Context: an optimization exercise on an open-source flow, tuned for small area. The choices shown serve that exercise and are no tape-out recipe.
Where RTL was checked, it was by simulation tests only, not by an equivalence proof against the original.

==> inputs of job 3103 <==
## z80
module z80 (
    input  wire         clk,
    input  wire         cen,
    input  wire         reset_n,
    input  wire         wait_n,
    input  wire         int_n,
    input  wire         nmi_n,
    input  wire         busrq_n,
    input  wire [7:0]   di,
    output wire [7:0]   dout,
    output wire         doe,
    output wire [15:0]  A,
    output wire         m1_n,
    output wire         mreq_n,
    output wire         iorq_n,
    output wire         rd_n,
    output wire         wr_n,
    output wire         rfsh_n,
    output wire         halt_n,
    output wire         busak_n
);
==> module tv80_reg, before the edit <==
module tv80_reg ( 
  DOBH, DOAL, DOCL, DOBL, DOCH, DOAH,
  AddrC, AddrA, AddrB, DIH, DIL, clk, CEN, WEH, WEL, SwapDH
  );
    input  [2:0] AddrC;
    output [7:0] DOBH;
    input  [2:0] AddrA;
    input  [2:0] AddrB;
    input  [7:0] DIH;
    output [7:0] DOAL;
    output [7:0] DOCL;
    input  [7:0] DIL;
    output [7:0] DOBL;
    output [7:0] DOCH;
    output [7:0] DOAH;
    input  clk, CEN, WEH, WEL;
    input  [1:0] SwapDH;    
  function [2:0] phys;
    input [2:0] a;
    input [1:0] sw;
    begin
      phys = { a[2], a[1:0] ^ {2{sw[a[2]] & (a[1] ^ a[0])}} };
    end
  endfunction
  wire [2:0] PA = phys(AddrA, SwapDH);
  wire [2:0] PB = phys(AddrB, SwapDH);
  wire [2:0] PC = phys(AddrC, SwapDH);
  reg [7:0] RegsH [0:7];
  reg [7:0] RegsL [0:7];
  always @(posedge clk)
    begin
      if (CEN)
        begin
          if (WEH) RegsH[PA] <= DIH;
          if (WEL) RegsL[PA] <= DIL;
        end
    end
  assign DOAH = RegsH[PA];
  assign DOAL = RegsL[PA];
  assign DOBH = RegsH[PB];
  assign DOBL = RegsL[PB];
  assign DOCH = RegsH[PC];
  assign DOCL = RegsL[PC];
  wire [7:0] B = RegsH[0];
  wire [7:0] C = RegsL[0];
  wire [7:0] D = RegsH[1];
  wire [7:0] E = RegsL[1];
  wire [7:0] H = RegsH[2];
  wire [7:0] L = RegsL[2];
  wire [15:0] IX = { RegsH[3], RegsL[3] };
  wire [15:0] IY = { RegsH[7], RegsL[7] };
endmodule
==> flow/config.mk <==
export PLATFORM = sky130hd
export DESIGN_NAME = z80
export DESIGN_NICKNAME = z80
export VERILOG_FILES = /design/flow/design.v
export SDC_FILE = /design/flow/constraint.sdc
export NUM_CORES = 4
export LEC_CHECK = 0
export CAP_MARGIN = 20
export CORE_MARGIN = 2
export CORE_UTILIZATION = 45
export SLEW_MARGIN = 20
==> flow/constraint.sdc <==
create_clock -name core_clock -period 12.0 [get_ports {clk}]
set_input_delay 2.4000 -clock core_clock [delete_from_list [all_inputs] [get_ports {clk}]]
set_output_delay 2.4000 -clock core_clock [all_outputs]
set_load 0.01 [all_outputs]
standard.sh (not shown) runs the stock make flow with config.mk's settings and CLKGATE_MAP_FILE= SYNTH_SCRIPT=/design/flow/synth_recipe.tcl, a recipe that flattens the netlist after the stock synthesis.
==> flow/flow/run.sh <==
#!/bin/bash
set -euo pipefail
HERE=$(pwd)
FLOWDIR=$HERE/flow
sed 's#^source \$::env(SCRIPTS_DIR)/synth_preamble.tcl#source $::env(SCRIPTS_DIR)/synth_preamble.tcl\nset abc_args [lreplace $abc_args 1 1 '"$FLOWDIR"'/area.abc]#' \
  "$FLOW_HOME/scripts/synth.tcl" > "$HERE/my_synth.tcl"
grep -q "area.abc" "$HERE/my_synth.tcl"
sed 's#source \$::env(SCRIPTS_DIR)/synth.tcl#source '"$HERE"'/my_synth.tcl#' synth_recipe.tcl > "$HERE/my_synth_recipe.tcl"
grep -q "my_synth.tcl" "$HERE/my_synth_recipe.tcl"
sed -e 's#SYNTH_SCRIPT=[^ ]*#SYNTH_SCRIPT='"$HERE"'/my_synth_recipe.tcl#' standard.sh > "$HERE/my_standard.sh"
EXTRA=()
if [[ -f $FLOWDIR/extra.mk ]]; then
  while IFS= read -r line; do
    [[ -z "$line" || "$line" == \#* ]] && continue
    EXTRA+=("$line")
  done < "$FLOWDIR/extra.mk"
fi
printf '%s\n' "${EXTRA[@]}" > "$HERE/extra_args.log"
bash "$HERE/my_standard.sh" "${EXTRA[@]}" finish > "$HERE/flow_make.log" 2>&1
==> flow/flow/area.abc <==
&get -n
&st
&syn2
&dch -f
&nf -p
&st
&syn2
&dch -f
&nf -p
&st
&syn2
&dch -f
&nf -p
&st
&syn2
&dch -f
&nf -p
&put
topo
==> flow/flow/extra.mk <==
BUFFER_PORTS_ARGS=-buffer_cell sky130_fd_sc_hd__buf_1
CTS_ARGS=-sink_clustering_enable -repair_clock_nets -dont_use_dummy_load -buf_list sky130_fd_sc_hd__clkbuf_8
==> job 9333: changes against job 3103 <==
--- a/flow/design.v
+++ b/flow/design.v
@@ -388,18 +388,33 @@
       if (CEN)
         begin
           if (WEH) RegsH[PA] <= DIH;
           if (WEL) RegsL[PA] <= DIL;
         end
     end
-  assign DOAH = RegsH[PA];
-  assign DOAL = RegsL[PA];
-  assign DOBH = RegsH[PB];
-  assign DOBL = RegsL[PB];
-  assign DOCH = RegsH[PC];
-  assign DOCL = RegsL[PC];
+  wire [7:0] selA = 8'b00000001 << PA;
+  wire [7:0] selB = 8'b00000001 << PB;
+  wire [7:0] selC = 8'b00000001 << PC;
+  function [7:0] rd;
+    input [7:0] sel;
+    input [63:0] regs;
+    integer i;
+    begin
+      rd = 8'h00;
+      for (i = 0; i < 8; i = i + 1)
+        rd = rd | ({8{sel[i]}} & regs[i*8 +: 8]);
+    end
+  endfunction
+  wire [63:0] allH = { RegsH[7], RegsH[6], RegsH[5], RegsH[4], RegsH[3], RegsH[2], RegsH[1], RegsH[0] };
+  wire [63:0] allL = { RegsL[7], RegsL[6], RegsL[5], RegsL[4], RegsL[3], RegsL[2], RegsL[1], RegsL[0] };
+  assign DOAH = rd(selA, allH);
+  assign DOAL = rd(selA, allL);
+  assign DOBH = rd(selB, allH);
+  assign DOBL = rd(selB, allL);
+  assign DOCH = rd(selC, allH);
+  assign DOCL = rd(selC, allL);
   wire [7:0] B = RegsH[0];
   wire [7:0] C = RegsL[0];
   wire [7:0] D = RegsH[1];
   wire [7:0] E = RegsL[1];
   wire [7:0] H = RegsH[2];
   wire [7:0] L = RegsL[2];
@@ -3323,13 +3338,13 @@
               else
                 begin
                   IncDecZ <= 1'b1;
                 end
             end
           if (ExchangeDH == 1'b1 && tstate[3])
-            SwapDH[Alternate] <= ~SwapDH[Alternate];
+            SwapDH <= SwapDH ^ { Alternate, ~Alternate };
         end
     end  
   always @( Alternate or ExchangeDH or IncDec_16
 	   or RegAddrA_r or RegAddrB_r or XY_State or mcycle or tstate)
     begin
       if ((tstate[2] || (tstate[3] && mcycle[0] && IncDec_16[2] == 1'b1)) && XY_State == 2'b00)
==> flow/flow/area.abc (replaced) <==
&get -n
&st
&deepsyn -T 60
&dch -f
&nf -p -R 1000
&put
topo
==> flow/flow/extra.mk (replaced) <==
BUFFER_PORTS_ARGS=-buffer_cell sky130_fd_sc_hd__buf_1
CTS_ARGS=-sink_clustering_enable -repair_clock_nets -dont_use_dummy_load -buf_list sky130_fd_sc_hd__clkbuf_8 -sink_clustering_size 12 -sink_clustering_max_diameter 80
Settings changed: CAP_MARGIN 20 to 10, CORE_UTILIZATION 45 to 52, SLEW_MARGIN 20 to 10.
==> job 7546: changes against job 3103 <==
--- a/flow/design.v
+++ b/flow/design.v
@@ -388,18 +388,33 @@
       if (CEN)
         begin
           if (WEH) RegsH[PA] <= DIH;
           if (WEL) RegsL[PA] <= DIL;
         end
     end
-  assign DOAH = RegsH[PA];
-  assign DOAL = RegsL[PA];
-  assign DOBH = RegsH[PB];
-  assign DOBL = RegsL[PB];
-  assign DOCH = RegsH[PC];
-  assign DOCL = RegsL[PC];
+  wire [7:0] selA = 8'b00000001 << PA;
+  wire [7:0] selB = 8'b00000001 << PB;
+  wire [7:0] selC = 8'b00000001 << PC;
+  function [7:0] rd;
+    input [7:0] sel;
+    input [63:0] regs;
+    integer i;
+    begin
+      rd = 8'h00;
+      for (i = 0; i < 8; i = i + 1)
+        rd = rd | ({8{sel[i]}} & regs[i*8 +: 8]);
+    end
+  endfunction
+  wire [63:0] allH = { RegsH[7], RegsH[6], RegsH[5], RegsH[4], RegsH[3], RegsH[2], RegsH[1], RegsH[0] };
+  wire [63:0] allL = { RegsL[7], RegsL[6], RegsL[5], RegsL[4], RegsL[3], RegsL[2], RegsL[1], RegsL[0] };
+  assign DOAH = rd(selA, allH);
+  assign DOAL = rd(selA, allL);
+  assign DOBH = rd(selB, allH);
+  assign DOBL = rd(selB, allL);
+  assign DOCH = rd(selC, allH);
+  assign DOCL = rd(selC, allL);
   wire [7:0] B = RegsH[0];
   wire [7:0] C = RegsL[0];
   wire [7:0] D = RegsH[1];
   wire [7:0] E = RegsL[1];
   wire [7:0] H = RegsH[2];
   wire [7:0] L = RegsL[2];
@@ -3323,13 +3338,13 @@
               else
                 begin
                   IncDecZ <= 1'b1;
                 end
             end
           if (ExchangeDH == 1'b1 && tstate[3])
-            SwapDH[Alternate] <= ~SwapDH[Alternate];
+            SwapDH <= SwapDH ^ { Alternate, ~Alternate };
         end
     end  
   always @( Alternate or ExchangeDH or IncDec_16
 	   or RegAddrA_r or RegAddrB_r or XY_State or mcycle or tstate)
     begin
       if ((tstate[2] || (tstate[3] && mcycle[0] && IncDec_16[2] == 1'b1)) && XY_State == 2'b00)
==> flow/run.sh (new file) <==
#!/bin/bash
# synth_recipe.tcl (not shown) runs the flow's synth.tcl, then flattens the netlist and writes it again
# the make line also repeats each setting of config.mk as NAME=value (left out here)
make -C /OpenROAD-flow-scripts/flow DESIGN_CONFIG=/design/flow/config.mk WORK_HOME=/design/flow/orfs CLKGATE_MAP_FILE= SYNTH_SCRIPT=/design/flow/synth_recipe.tcl finish
Settings changed: CTS_BUF_LIST from default to sky130_fd_sc_hd__clkbuf_8, CTS_CLUSTER_DIAMETER from default to 80, CTS_CLUSTER_SIZE from default to 12.
removed: flow/flow/run.sh
removed: flow/flow/area.abc
removed: flow/flow/extra.mk
removed: flow/standard.sh
==> job 3059: changes against job 3103 <==
--- a/flow/design.v
+++ b/flow/design.v
@@ -388,18 +388,33 @@
       if (CEN)
         begin
           if (WEH) RegsH[PA] <= DIH;
           if (WEL) RegsL[PA] <= DIL;
         end
     end
-  assign DOAH = RegsH[PA];
-  assign DOAL = RegsL[PA];
-  assign DOBH = RegsH[PB];
-  assign DOBL = RegsL[PB];
-  assign DOCH = RegsH[PC];
-  assign DOCL = RegsL[PC];
+  wire [7:0] selA = 8'b00000001 << PA;
+  wire [7:0] selB = 8'b00000001 << PB;
+  wire [7:0] selC = 8'b00000001 << PC;
+  function [7:0] rd;
+    input [7:0] sel;
+    input [63:0] regs;
+    integer i;
+    begin
+      rd = 8'h00;
+      for (i = 0; i < 8; i = i + 1)
+        rd = rd | ({8{sel[i]}} & regs[i*8 +: 8]);
+    end
+  endfunction
+  wire [63:0] allH = { RegsH[7], RegsH[6], RegsH[5], RegsH[4], RegsH[3], RegsH[2], RegsH[1], RegsH[0] };
+  wire [63:0] allL = { RegsL[7], RegsL[6], RegsL[5], RegsL[4], RegsL[3], RegsL[2], RegsL[1], RegsL[0] };
+  assign DOAH = rd(selA, allH);
+  assign DOAL = rd(selA, allL);
+  assign DOBH = rd(selB, allH);
+  assign DOBL = rd(selB, allL);
+  assign DOCH = rd(selC, allH);
+  assign DOCL = rd(selC, allL);
   wire [7:0] B = RegsH[0];
   wire [7:0] C = RegsL[0];
   wire [7:0] D = RegsH[1];
   wire [7:0] E = RegsL[1];
   wire [7:0] H = RegsH[2];
   wire [7:0] L = RegsL[2];
==> flow/flow/area.abc (replaced) <==
&get -n
&st
&deepsyn -T 60
&dch -f
&nf -p
&put
topo
==> flow/flow/extra.mk (replaced) <==
BUFFER_PORTS_ARGS=-buffer_cell sky130_fd_sc_hd__buf_1
CTS_ARGS=-sink_clustering_enable -repair_clock_nets -dont_use_dummy_load -buf_list sky130_fd_sc_hd__clkbuf_8 -sink_clustering_size 12 -sink_clustering_max_diameter 80
RECOVER_POWER=100
==> summary of the runs <==
Of job 9333 and job 7546, job 9333 has the higher critical path depth (gap 13).
The lowest register-to-register slack belongs to job 9333, the highest to job 7546.
Sequential share of layout area: job 3103 is lower than job 9333 (4.3 points).
Of job 3103 and job 3059, job 3059 has the higher maximum frequency (gap about 1.3%, measured against job 3059).
Job 3103 finished clean. Job 9333 completed with no timing, DRC or antenna violations. Job 3059 finished but failed the layout checks on capacitance limit, slew limit. Job 7546 produced a clean layout.
In sequential cell count, job 3103 and job 7546 do not differ.
In job 3059 the non-clock buffer count is lower than in job 3103, by 40.
==> figures <==
Run status: job 3103 finished clean; job 3059 complete, but fails checks; job 7546 finished clean; job 9333 finished clean
Violated checks: job 3103 -; job 3059 capacitance limit, slew limit; job 7546 -; job 9333 -
Critical Path Slowest Stage Cell: job 3103 sky130_fd_sc_hd__nor2b_1; job 3059 sky130_fd_sc_hd__dfstp_1; job 7546 sky130_fd_sc_hd__nor3_2; job 9333 sky130_fd_sc_hd__dfrtp_1
WP data required: job 3103 12420 ps; job 3059 12340 ps; job 7546 12480 ps; job 9333 12340 ps
Routability congestion estimate: job 3103 1.107; job 3059 1.139; job 7546 1.092; job 9333 1.150
CP Data Arrival Time: job 3103 11090 ps; job 3059 10870 ps; job 7546 10270 ps; job 9333 11470 ps
Metal-1 WL: job 3103 58.86 mm; job 3059 53.88 mm; job 7546 69.45 mm; job 9333 47.07 mm
Post-synthesis simple-gate area fraction: job 3103 22.13%; job 3059 21.42%; job 7546 20.59%; job 9333 20.94%
Number of global-route vias before repair: job 3103 32.65k; job 3059 28.40k; job 7546 35.44k; job 9333 29.37k
Number of clock buffers inserted by TritonCTS: job 3103 57; job 3059 37; job 7546 37; job 9333 36
Highest attainable clock frequency: job 3103 93.69 MHz; job 3059 94.91 MHz; job 7546 102.1 MHz; job 9333 89.78 MHz
Worst Setup Slack, final: job 3103 1326 ps; job 3059 1464 ps; job 7546 2203 ps; job 9333 861.9 ps
Avg Cell Area, Syn: job 3103 7.934 um2; job 3059 8.551 um2; job 7546 7.777 um2; job 9333 8.625 um2
Placed wire-length estimate: job 3103 124.2 mm; job 3059 110.6 mm; job 7546 142.5 mm; job 9333 104.6 mm
Final hold slack: job 3103 466.3 ps; job 3059 485.0 ps; job 7546 475.2 ps; job 9333 495.3 ps
For job 3103 and job 3059, only the layout was checked, not whether the RTL still works.

## port drivers added, routing unchanged
No port has a modelled driver above. Below, the same layouts with a new extraction and two added sets of constraints.
Step 1 (the two cells are an assumption about what drives the block):
set clk [get_ports {clk}]
set_driving_cell -lib_cell sky130_fd_sc_hd__clkbuf_16 $clk
set_driving_cell -lib_cell sky130_fd_sc_hd__buf_2 [delete_from_list [all_inputs] $clk]
Step 2 moves the port delays by t, midway between the first and last clock arrival at a register: inputs arrive t later, outputs are due t later. That takes back most of the time a late clock gives input paths.
a / b / c = no drivers / after step 1 / after step 2; a / b = the first two.
| run | shift t [ns] | setup WS [ns] | worst setup path after step 2 |
|---|---|---|---|
| job 3103 | 0.733 | 1.326 / 1.326 / 1.326 | register to register |
| job 9333 | 0.678 | 0.862 / 0.862 / 0.862 | register to register |
| job 7546 | 0.716 | 2.203 / 2.203 / 2.203 | register to register |
| job 3059 | 0.674 | 1.464 / 1.464 / 1.464 | register to register |
